What follows belongs to an exercise in optimizing a design on an open flow for small area, a short achievable clock period and few clock cycles per item; a production flow would make more cautious choices.

==> inputs of v20 <==
==> flow/design.v <==
module bnn_layer0 (
    input  wire        clk,
    input  wire        reset_n,
    input  wire        i_run,
    output wire        o_idle,
    output wire        o_done,
    output wire [6:0]  addr_input,
    output wire        ce_input,
    input  wire [27:0] q_input,
    output wire [1:0]  addr_weight,
    output wire        ce_weight,
    input  wire [26:0] q_weight,
    output wire [6:0]  addr_output,
    output wire        we_output,
    output wire [25:0] d_output
);
localparam LAT = 2;             
localparam END = 88 + LAT;        
reg        busy;
reg  [6:0] cnt;                   
reg  [1:0] m3;                    
reg        ce_in;
reg  [6:0] a_in;
reg  [1:0] rch;
reg        we;
reg  [6:0] a_out;
reg  [1:0] och;
reg        done;
reg        idle;                    
wire start = i_run & ~busy;
always @(posedge clk or negedge reset_n) begin
    if (!reset_n) begin
        busy  <= 1'b0;
        cnt   <= 7'd0;
        m3    <= 2'd0;
        ce_in <= 1'b0;
        a_in  <= 7'd0;
        rch   <= 2'd0;
        we    <= 1'b0;
        a_out <= 7'd0;
        och   <= 2'd0;
        done  <= 1'b0;
        idle  <= 1'b1;
    end else begin
        done <= busy && (cnt == END);
        idle <= busy ? (cnt == END) : ~i_run;
        if (start) begin
            busy <= 1'b1;
            cnt  <= 7'd1;
            m3   <= 2'd1;
        end else if (busy) begin
            cnt <= cnt + 7'd1;
            m3  <= (m3 == 2'd2) ? 2'd0 : m3 + 2'd1;
            if (cnt == END) busy <= 1'b0;
        end
        ce_in <= start | (busy && (cnt <= 7'd83));
        if (start) begin
            a_in <= 7'd0;
            rch  <= 2'd0;
        end else if (ce_in) begin
            if (rch == 2'd2) begin
                rch  <= 2'd0;
                a_in <= a_in - 7'd55;
            end else begin
                rch  <= rch + 2'd1;
                a_in <= a_in + 7'd28;
            end
        end
        we <= busy && (cnt >= 10 + LAT) && (cnt <= 87 + LAT);
        if (start) begin
            a_out <= 7'd0;
            och   <= 2'd0;
        end else if (we) begin
            if (och == 2'd2) begin
                och   <= 2'd0;
                a_out <= a_out - 7'd51;
            end else begin
                och   <= och + 2'd1;
                a_out <= a_out + 7'd26;
            end
        end
    end
end
assign o_idle      = idle;
assign o_done      = done;
assign addr_input  = a_in;
assign ce_input    = ce_in;
assign addr_weight = m3;
assign ce_weight   = busy;
assign addr_output = a_out;
assign we_output   = we;
reg [27:0] qd1, qd2;              
reg [26:0] w_reg;                 
always @(posedge clk) begin
    qd1   <= q_input;
    qd2   <= qd1;
    w_reg <= q_weight;
end
reg [27:0] win [0:8];
wire ld = busy && (m3 == 2'd1);   
always @(posedge clk) begin
    if (ld) begin
        win[0] <= win[1]; win[1] <= win[2]; win[2] <= qd2;
        win[3] <= win[4]; win[4] <= win[5]; win[5] <= qd1;
        win[6] <= win[7]; win[7] <= win[8]; win[8] <= q_input;
    end
end
wire [25:0] res;
genvar c, s, k;
generate
    for (c = 0; c < 26; c = c + 1) begin : g_col
        wire [26:0] mt;
        for (s = 0; s < 9; s = s + 1) begin : g_slot
            for (k = 0; k < 3; k = k + 1) begin : g_k
                assign mt[s*3 + k] = win[s][27 - c - k] ^ w_reg[26 - (s*3 + k)];
            end
        end
        bnn_col u_col (.clk(clk), .m(mt), .o(res[25 - c]));   
    end
endgenerate
reg [25:0] d_out;
always @(posedge clk) d_out <= res;
assign d_output = d_out;
endmodule
module bnn_col (
    input  wire        clk,
    input  wire [26:0] m,
    output wire        o
);
wire s1;
wire c2;
wire s3;
wire c4;
wire s5;
wire c6;
wire s7;
wire c8;
wire s9;
wire c10;
wire s11;
wire c12;
wire s13;
wire c14;
wire s15;
wire c16;
wire s17;
wire c18;
wire s19;
wire c20;
wire s21;
wire c22;
wire s23;
wire c24;
wire s25;
wire c26;
wire s27;
wire c28;
wire s29;
wire c30;
wire s31;
wire c32;
wire s33;
wire c34;
wire s35;
wire c36;
wire s37;
wire c38;
wire s39;
wire c40;
wire s41;
wire c42;
wire s43;
wire c44;
wire s45;
wire c46;
bnn_fa u_s1 (.a(m[0]), .b(m[1]), .c(m[2]), .s(s1), .co(c2));
bnn_fa u_s3 (.a(m[3]), .b(m[4]), .c(m[5]), .s(s3), .co(c4));
bnn_fa u_s5 (.a(m[6]), .b(m[7]), .c(m[8]), .s(s5), .co(c6));
bnn_fa u_s7 (.a(m[9]), .b(m[10]), .c(m[11]), .s(s7), .co(c8));
bnn_fa u_s9 (.a(m[12]), .b(m[13]), .c(m[14]), .s(s9), .co(c10));
bnn_fa u_s11 (.a(m[15]), .b(m[16]), .c(m[17]), .s(s11), .co(c12));
bnn_fa u_s13 (.a(m[18]), .b(m[19]), .c(m[20]), .s(s13), .co(c14));
bnn_fa u_s15 (.a(m[21]), .b(m[22]), .c(m[23]), .s(s15), .co(c16));
bnn_fa u_s17 (.a(m[24]), .b(m[25]), .c(m[26]), .s(s17), .co(c18));
bnn_fa u_s19 (.a(s1), .b(s3), .c(s5), .s(s19), .co(c20));
bnn_fa u_s21 (.a(s7), .b(s9), .c(s11), .s(s21), .co(c22));
bnn_fa u_s23 (.a(s13), .b(s15), .c(s17), .s(s23), .co(c24));
assign c26 = (s19 & s21) | (s19 & s23) | (s21 & s23);
bnn_fa u_s27 (.a(c2), .b(c4), .c(c6), .s(s27), .co(c28));
bnn_fa u_s29 (.a(c8), .b(c10), .c(c12), .s(s29), .co(c30));
bnn_fa u_s31 (.a(c14), .b(c16), .c(c18), .s(s31), .co(c32));
bnn_fa u_s33 (.a(c20), .b(c22), .c(c24), .s(s33), .co(c34));
bnn_fa u_s35 (.a(s27), .b(s29), .c(s31), .s(s35), .co(c36));
bnn_fa u_s37 (.a(r_c26), .b(r_s33), .c(r_s35), .s(s37), .co(c38));
bnn_fa u_s39 (.a(c28), .b(c30), .c(c32), .s(s39), .co(c40));
bnn_fa u_s41 (.a(r_c34), .b(r_c36), .c(r_s39), .s(s41), .co(c42));
assign s43 = c38 ^ s41;
assign c44 = c38 & s41;
bnn_fa u_s45 (.a(r_c40), .b(c42), .c(c44), .s(s45), .co(c46));
reg r_c26;
reg r_c34;
reg r_c36;
reg r_c40;
reg r_s33;
reg r_s35;
reg r_s39;
always @(posedge clk) begin
    r_c26 <= c26;
    r_c34 <= c34;
    r_c36 <= c36;
    r_c40 <= c40;
    r_s33 <= s33;
    r_s35 <= s35;
    r_s39 <= s39;
end
assign o = ~(c46 | 1'b0 | (s45 & s43 & s37));
endmodule
module bnn_fa (input wire a, input wire b, input wire c, output wire s, output wire co);
assign s  = a ^ b ^ c;
assign co = (a & b) | (a & c) | (b & c);
endmodule
==> flow/run.sh <==
#!/bin/bash
# synth_recipe.tcl (not shown) runs the flow's synth.tcl, then flattens the netlist and writes it again
# the make line also repeats each setting of config.mk as NAME=value (left out here)
make -C /OpenROAD-flow-scripts/flow DESIGN_CONFIG=/design/flow/config.mk WORK_HOME=/design/flow/orfs CLKGATE_MAP_FILE= SYNTH_SCRIPT=/design/flow/synth_recipe.tcl finish
==> flow/config.mk <==
export PLATFORM = sky130hd
export DESIGN_NAME = bnn_layer0
export DESIGN_NICKNAME = bnn_layer0
export VERILOG_FILES = /design/flow/design.v
export SDC_FILE = /design/flow/constraint.sdc
export NUM_CORES = 4
export LEC_CHECK = 0
export CAP_MARGIN = 20
export CORE_MARGIN = 2
export CORE_UTILIZATION = 40
export PLACE_DENSITY = 0.6
export SETUP_SLACK_MARGIN = 3.5
export SLEW_MARGIN = 20
export SYNTH_HIERARCHICAL = 1
export SYNTH_MINIMUM_KEEP_SIZE = 0
==> flow/constraint.sdc <==
create_clock -name core_clock -period 6.0 [get_ports {clk}]
set_input_delay 1.2000 -clock core_clock [delete_from_list [all_inputs] [get_ports {clk}]]
set_output_delay 1.2000 -clock core_clock [all_outputs]
set_load 0.01 [all_outputs]
==> v14: changes against v20 <==
==> flow/design.v, changed modules only <==
module bnn_layer0 (
    input  wire        clk,
    input  wire        reset_n,
    input  wire        i_run,
    output wire        o_idle,
    output wire        o_done,
    output wire [6:0]  addr_input,
    output wire        ce_input,
    input  wire [27:0] q_input,
    output wire [1:0]  addr_weight,
    output wire        ce_weight,
    input  wire [26:0] q_weight,
    output wire [6:0]  addr_output,
    output wire        we_output,
    output wire [25:0] d_output
);
localparam LAT = 2;             
localparam END = 88 + LAT;        
reg        busy;
reg  [6:0] cnt;                   
reg  [1:0] m3;                    
reg        ce_in;
reg  [6:0] a_in;
reg  [1:0] rch;
reg        we;
reg  [6:0] a_out;
reg  [1:0] och;
reg        done;
wire start = i_run & ~busy;
always @(posedge clk or negedge reset_n) begin
    if (!reset_n) begin
        busy  <= 1'b0;
        cnt   <= 7'd0;
        m3    <= 2'd0;
        ce_in <= 1'b0;
        a_in  <= 7'd0;
        rch   <= 2'd0;
        we    <= 1'b0;
        a_out <= 7'd0;
        och   <= 2'd0;
        done  <= 1'b0;
    end else begin
        done <= busy && (cnt == END);
        if (start) begin
            busy <= 1'b1;
            cnt  <= 7'd1;
            m3   <= 2'd1;
        end else if (busy) begin
            cnt <= cnt + 7'd1;
            m3  <= (m3 == 2'd2) ? 2'd0 : m3 + 2'd1;
            if (cnt == END) busy <= 1'b0;
        end
        ce_in <= start | (busy && (cnt <= 7'd83));
        if (start) begin
            a_in <= 7'd0;
            rch  <= 2'd0;
        end else if (ce_in) begin
            if (rch == 2'd2) begin
                rch  <= 2'd0;
                a_in <= a_in - 7'd55;
            end else begin
                rch  <= rch + 2'd1;
                a_in <= a_in + 7'd28;
            end
        end
        we <= busy && (cnt >= 10 + LAT) && (cnt <= 87 + LAT);
        if (start) begin
            a_out <= 7'd0;
            och   <= 2'd0;
        end else if (we) begin
            if (och == 2'd2) begin
                och   <= 2'd0;
                a_out <= a_out - 7'd51;
            end else begin
                och   <= och + 2'd1;
                a_out <= a_out + 7'd26;
            end
        end
    end
end
assign o_idle      = ~busy;
assign o_done      = done;
assign addr_input  = a_in;
assign ce_input    = ce_in;
assign addr_weight = m3;
assign ce_weight   = busy;
assign addr_output = a_out;
assign we_output   = we;
reg [27:0] qd1, qd2;              
reg [26:0] w_reg;                 
always @(posedge clk) begin
    qd1   <= q_input;
    qd2   <= qd1;
    w_reg <= q_weight;
end
reg [27:0] win [0:8];
wire ld = busy && (m3 == 2'd1);   
always @(posedge clk) begin
    if (ld) begin
        win[0] <= win[1]; win[1] <= win[2]; win[2] <= qd2;
        win[3] <= win[4]; win[4] <= win[5]; win[5] <= qd1;
        win[6] <= win[7]; win[7] <= win[8]; win[8] <= q_input;
    end
end
wire [25:0] res;
genvar c, s, k;
generate
    for (c = 0; c < 26; c = c + 1) begin : g_col
        wire [26:0] mt;
        for (s = 0; s < 9; s = s + 1) begin : g_slot
            for (k = 0; k < 3; k = k + 1) begin : g_k
                assign mt[s*3 + k] = ~(win[s][27 - c - k] ^ w_reg[26 - (s*3 + k)]);
            end
        end
        bnn_col u_col (.clk(clk), .m(mt), .o(res[25 - c]));
    end
endgenerate
reg [25:0] d_out;
always @(posedge clk) d_out <= res;
assign d_output = d_out;
endmodule
module bnn_col (
    input  wire        clk,
    input  wire [26:0] m,
    output wire        o
);
wire s1;
wire c2;
wire s3;
wire c4;
wire s5;
wire c6;
wire s7;
wire c8;
wire s9;
wire c10;
wire s11;
wire c12;
wire s13;
wire c14;
wire s15;
wire c16;
wire s17;
wire c18;
wire s19;
wire c20;
wire s21;
wire c22;
wire s23;
wire c24;
wire s25;
wire c26;
wire s27;
wire c28;
wire s29;
wire c30;
wire s31;
wire c32;
wire s33;
wire c34;
wire s35;
wire c36;
wire s37;
wire c38;
wire s39;
wire c40;
wire s41;
wire c42;
wire s43;
wire c44;
wire s45;
wire c46;
assign s1 = m[0] ^ m[1] ^ m[2];
assign c2 = (m[0] & m[1]) | (m[0] & m[2]) | (m[1] & m[2]);
assign s3 = m[3] ^ m[4] ^ m[5];
assign c4 = (m[3] & m[4]) | (m[3] & m[5]) | (m[4] & m[5]);
assign s5 = m[6] ^ m[7] ^ m[8];
assign c6 = (m[6] & m[7]) | (m[6] & m[8]) | (m[7] & m[8]);
assign s7 = m[9] ^ m[10] ^ m[11];
assign c8 = (m[9] & m[10]) | (m[9] & m[11]) | (m[10] & m[11]);
assign s9 = m[12] ^ m[13] ^ m[14];
assign c10 = (m[12] & m[13]) | (m[12] & m[14]) | (m[13] & m[14]);
assign s11 = m[15] ^ m[16] ^ m[17];
assign c12 = (m[15] & m[16]) | (m[15] & m[17]) | (m[16] & m[17]);
assign s13 = m[18] ^ m[19] ^ m[20];
assign c14 = (m[18] & m[19]) | (m[18] & m[20]) | (m[19] & m[20]);
assign s15 = m[21] ^ m[22] ^ m[23];
assign c16 = (m[21] & m[22]) | (m[21] & m[23]) | (m[22] & m[23]);
assign s17 = m[24] ^ m[25] ^ m[26];
assign c18 = (m[24] & m[25]) | (m[24] & m[26]) | (m[25] & m[26]);
assign s19 = s1 ^ s3 ^ s5;
assign c20 = (s1 & s3) | (s1 & s5) | (s3 & s5);
assign s21 = s7 ^ s9 ^ s11;
assign c22 = (s7 & s9) | (s7 & s11) | (s9 & s11);
assign s23 = s13 ^ s15 ^ s17;
assign c24 = (s13 & s15) | (s13 & s17) | (s15 & s17);
assign s25 = s19 ^ s21 ^ s23;
assign c26 = (s19 & s21) | (s19 & s23) | (s21 & s23);
assign s27 = c2 ^ c4 ^ c6;
assign c28 = (c2 & c4) | (c2 & c6) | (c4 & c6);
assign s29 = c8 ^ c10 ^ c12;
assign c30 = (c8 & c10) | (c8 & c12) | (c10 & c12);
assign s31 = c14 ^ c16 ^ c18;
assign c32 = (c14 & c16) | (c14 & c18) | (c16 & c18);
assign s33 = c20 ^ c22 ^ c24;
assign c34 = (c20 & c22) | (c20 & c24) | (c22 & c24);
assign s35 = s27 ^ s29 ^ s31;
assign c36 = (s27 & s29) | (s27 & s31) | (s29 & s31);
assign s37 = r_c26 ^ r_s33 ^ r_s35;
assign c38 = (r_c26 & r_s33) | (r_c26 & r_s35) | (r_s33 & r_s35);
assign s39 = c28 ^ c30 ^ c32;
assign c40 = (c28 & c30) | (c28 & c32) | (c30 & c32);
assign s41 = r_c34 ^ r_c36 ^ r_s39;
assign c42 = (r_c34 & r_c36) | (r_c34 & r_s39) | (r_c36 & r_s39);
assign s43 = c38 ^ s41;
assign c44 = c38 & s41;
assign s45 = r_c40 ^ c42 ^ c44;
assign c46 = (r_c40 & c42) | (r_c40 & c44) | (c42 & c44);
reg r_c26;
reg r_c34;
reg r_c36;
reg r_c40;
reg r_s33;
reg r_s35;
reg r_s39;
always @(posedge clk) begin
    r_c26 <= c26;
    r_c34 <= c34;
    r_c36 <= c36;
    r_c40 <= c40;
    r_s33 <= s33;
    r_s35 <= s35;
    r_s39 <= s39;
end
assign o = c46 | 1'b0 | (s45 & s43 & s37);
endmodule
// module bnn_fa removed
SETUP_SLACK_MARGIN = unset   (was 3.5)
SYNTH_HIERARCHICAL = unset   (was 1)
SYNTH_MINIMUM_KEEP_SIZE = unset   (was 0)
==> v29: changes against v20 <==
==> flow/design.v, changed modules only <==
module bnn_layer0 (
    input  wire        clk,
    input  wire        reset_n,
    input  wire        i_run,
    output wire        o_idle,
    output wire        o_done,
    output wire [6:0]  addr_input,
    output wire        ce_input,
    input  wire [27:0] q_input,
    output wire [1:0]  addr_weight,
    output wire        ce_weight,
    input  wire [26:0] q_weight,
    output wire [6:0]  addr_output,
    output wire        we_output,
    output wire [25:0] d_output
);
localparam LAT = 3;             
localparam END = 88 + LAT;        
reg        busy;
reg  [6:0] cnt;                   
reg  [1:0] m3;                    
reg        ce_in;
reg  [6:0] a_in;
reg  [1:0] rch;
reg        we;
reg  [6:0] a_out;
reg  [1:0] och;
reg        done;
reg        idle;                    
wire start = i_run & ~busy;
always @(posedge clk or negedge reset_n) begin
    if (!reset_n) begin
        busy  <= 1'b0;
        cnt   <= 7'd0;
        m3    <= 2'd0;
        ce_in <= 1'b0;
        we    <= 1'b0;
        done  <= 1'b0;
        idle  <= 1'b1;
    end else begin
        done <= busy && (cnt == END);
        idle <= busy ? (cnt == END) : ~i_run;
        if (start) begin
            busy <= 1'b1;
            cnt  <= 7'd1;
            m3   <= 2'd1;
        end else if (busy) begin
            cnt <= cnt + 7'd1;
            m3  <= (m3 == 2'd2) ? 2'd0 : m3 + 2'd1;
            if (cnt == END) busy <= 1'b0;
        end
        ce_in <= start | (busy && (cnt <= 7'd83));
        we <= busy && (cnt >= 10 + LAT) && (cnt <= 87 + LAT);
    end
end
always @(posedge clk) begin
    if (start) begin
        a_in <= 7'd0;
        rch  <= 2'd0;
    end else if (ce_in) begin
        if (rch == 2'd2) begin
            rch  <= 2'd0;
            a_in <= a_in - 7'd55;
        end else begin
            rch  <= rch + 2'd1;
            a_in <= a_in + 7'd28;
        end
    end
    if (start) begin
        a_out <= 7'd0;
        och   <= 2'd0;
    end else if (we) begin
        if (och == 2'd2) begin
            och   <= 2'd0;
            a_out <= a_out - 7'd51;
        end else begin
            och   <= och + 2'd1;
            a_out <= a_out + 7'd26;
        end
    end
end
assign o_idle      = idle;
assign o_done      = done;
assign addr_input  = a_in;
assign ce_input    = ce_in;
assign addr_weight = m3;
assign ce_weight   = busy;
assign addr_output = a_out;
assign we_output   = we;
reg [27:0] qd1, qd2;              
reg [26:0] w_reg;                 
always @(posedge clk) begin
    qd1   <= q_input;
    qd2   <= qd1;
    w_reg <= q_weight;
end
reg [27:0] win [0:8];
wire ld = busy && (m3 == 2'd1);   
always @(posedge clk) begin
    if (ld) begin
        win[0] <= win[1]; win[1] <= win[2]; win[2] <= qd2;
        win[3] <= win[4]; win[4] <= win[5]; win[5] <= qd1;
        win[6] <= win[7]; win[7] <= win[8]; win[8] <= q_input;
    end
end
wire [25:0] res;
genvar c, s, k;
generate
    for (c = 0; c < 26; c = c + 1) begin : g_col
        wire [26:0] mt;
        for (s = 0; s < 9; s = s + 1) begin : g_slot
            for (k = 0; k < 3; k = k + 1) begin : g_k
                assign mt[s*3 + k] = win[s][27 - c - k] ^ w_reg[26 - (s*3 + k)];
            end
        end
        bnn_col u_col (.clk(clk), .m(mt), .o(res[25 - c]));   
    end
endgenerate
reg [25:0] d_out;
always @(posedge clk) d_out <= res;
assign d_output = d_out;
endmodule
module bnn_col (
    input  wire        clk,
    input  wire [26:0] m,
    output wire        o
);
wire s1;
wire c2;
wire s3;
wire c4;
wire s5;
wire c6;
wire s7;
wire c8;
wire s9;
wire c10;
wire s11;
wire c12;
wire s13;
wire c14;
wire s15;
wire c16;
wire s17;
wire c18;
wire s19;
wire c20;
wire s21;
wire c22;
wire s23;
wire c24;
wire s25;
wire c26;
wire s27;
wire c28;
wire s29;
wire c30;
wire s31;
wire c32;
wire s33;
wire c34;
wire s35;
wire c36;
wire s37;
wire c38;
wire s39;
wire c40;
wire s41;
wire c42;
wire s43;
wire c44;
wire s45;
wire c46;
bnn_fa u_s1 (.a(m[0]), .b(m[1]), .c(m[2]), .s(s1), .co(c2));
bnn_fa u_s3 (.a(m[3]), .b(m[4]), .c(m[5]), .s(s3), .co(c4));
bnn_fa u_s5 (.a(m[6]), .b(m[7]), .c(m[8]), .s(s5), .co(c6));
bnn_fa u_s7 (.a(m[9]), .b(m[10]), .c(m[11]), .s(s7), .co(c8));
bnn_fa u_s9 (.a(m[12]), .b(m[13]), .c(m[14]), .s(s9), .co(c10));
bnn_fa u_s11 (.a(m[15]), .b(m[16]), .c(m[17]), .s(s11), .co(c12));
bnn_fa u_s13 (.a(m[18]), .b(m[19]), .c(m[20]), .s(s13), .co(c14));
bnn_fa u_s15 (.a(m[21]), .b(m[22]), .c(m[23]), .s(s15), .co(c16));
bnn_fa u_s17 (.a(m[24]), .b(m[25]), .c(m[26]), .s(s17), .co(c18));
bnn_fa u_s19 (.a(s1), .b(s3), .c(s5), .s(s19), .co(c20));
bnn_fa u_s21 (.a(s7), .b(s9), .c(s11), .s(s21), .co(c22));
bnn_fa u_s23 (.a(s13), .b(s15), .c(s17), .s(s23), .co(c24));
assign c26 = (r1_s19 & r1_s21) | (r1_s19 & r1_s23) | (r1_s21 & r1_s23);
bnn_fa u_s27 (.a(c2), .b(c4), .c(c6), .s(s27), .co(c28));
bnn_fa u_s29 (.a(c8), .b(c10), .c(c12), .s(s29), .co(c30));
bnn_fa u_s31 (.a(c14), .b(c16), .c(c18), .s(s31), .co(c32));
bnn_fa u_s33 (.a(r1_c20), .b(r1_c22), .c(r1_c24), .s(s33), .co(c34));
bnn_fa u_s35 (.a(r1_s27), .b(r1_s29), .c(r1_s31), .s(s35), .co(c36));
bnn_fa u_s37 (.a(c26), .b(s33), .c(s35), .s(s37), .co(c38));
bnn_fa u_s39 (.a(r1_c28), .b(r1_c30), .c(r1_c32), .s(s39), .co(c40));
bnn_fa u_s41 (.a(c34), .b(c36), .c(s39), .s(s41), .co(c42));
assign s43 = r1_c38 ^ r1_s41;
assign c44 = r1_c38 & r1_s41;
bnn_fa u_s45 (.a(r1_c40), .b(r1_c42), .c(c44), .s(s45), .co(c46));
reg r1_c20;
reg r1_c22;
reg r1_c24;
reg r1_c28;
reg r1_c30;
reg r1_c32;
reg r1_c38;
reg r1_c40;
reg r1_c42;
reg r1_s19;
reg r1_s21;
reg r1_s23;
reg r1_s27;
reg r1_s29;
reg r1_s31;
reg r1_s37;
reg r1_s41;
always @(posedge clk) begin
    r1_c20 <= c20;
    r1_c22 <= c22;
    r1_c24 <= c24;
    r1_c28 <= c28;
    r1_c30 <= c30;
    r1_c32 <= c32;
    r1_c38 <= c38;
    r1_c40 <= c40;
    r1_c42 <= c42;
    r1_s19 <= s19;
    r1_s21 <= s21;
    r1_s23 <= s23;
    r1_s27 <= s27;
    r1_s29 <= s29;
    r1_s31 <= s31;
    r1_s37 <= s37;
    r1_s41 <= s41;
end
assign o = ~(c46 | 1'b0 | (s45 & s43 & r1_s37));
endmodule
SETUP_SLACK_MARGIN = 3.7   (was 3.5)
==> comparison table <==
item                                                                                      v20                              v14               v29
Router iterations before antenna repair                                                     5                                6                 5
Total number of cells along the worst setup path                                            5                                2                 1
Average cell area after synthesis                                                   15.6 um^2                        13.4 um^2         16.1 um^2
Worst-path fanout max                                                                      13                               14                 1
RSZ-0062 raised after global routing                                                     true                            false              true
Nets                                                                                     2942                             3386              3189
Biggest Area Class                                            multi-input combinational cells  multi-input combinational cells  sequential cells
Maximum number of pins on one net before global-route repair                              172                              164                83
Number of buffers added for setup after CTS                                                44                                0                19
Reg2reg path depth                                                                          5                                5                 4
Share of cell area taken by multi-input logic gates                                     48.6%                            47.2%             42.2%
Sequential Area                                                                    14300 um^2                       14200 um^2        19400 um^2
Status                                                       no timing/DRC/antenna violations  no timing/DRC/antenna violations  no timing/DRC/antenna violations
Initial cell density of the core                                                        40.2%                            40.5%             40.5%
Routed via count                                                                        17000                            18200             18200
First-pass GRT wire length                                                             124 mm                           124 mm            133 mm
Worst slew margin                                                                       20.9%                            20.5%             53.6%
Worst R2R Start                                                             w_reg[24]$_DFF_P_                 w_reg[2]$_DFF_P_  w_reg[6]$_DFF_P_
Placement row count                                                                       106                              108               113
No run of this note included a check of the RTL's function; only the layout flow was run.

-- port drivers added, routing unchanged --
No port has a modelled driver above. Below, the same layouts with a new extraction and two added sets of constraints. Step 1 (the two cells are an assumption about what drives the block):
set clk [get_ports {clk}]
set_driving_cell -lib_cell sky130_fd_sc_hd__clkbuf_16 $clk
set_driving_cell -lib_cell sky130_fd_sc_hd__buf_2 [delete_from_list [all_inputs] $clk]
Step 2 adds t to the input delays and takes it off the output delays; t is the mean of the earliest and latest rising clock arrival at the registers after step 1. Input paths then give back, and output paths get back, about the clock's delay inside the block. a / b / c = ideal / step 1 / step 2; a / b = the first two.
run	t, ns	setup slack, ns	latest minus earliest clock arrival (ns)	slew at the worst register clock pin (ns)
v20	0.655	3.492 / 3.482 / 3.152	0.029 / 0.029	0.06 / 0.06
v14	0.671	2.899 / 2.837 / 2.930	0.032 / 0.033	0.06 / 0.06
v29	0.708	3.527 / 3.459 / 3.344	0.030 / 0.029	0.06 / 0.06
After both steps every run listed still meets setup and hold. For v20, which loses most, drivers alone change the setup slack by -0.010 ns; drivers and shift together by -0.340 ns.
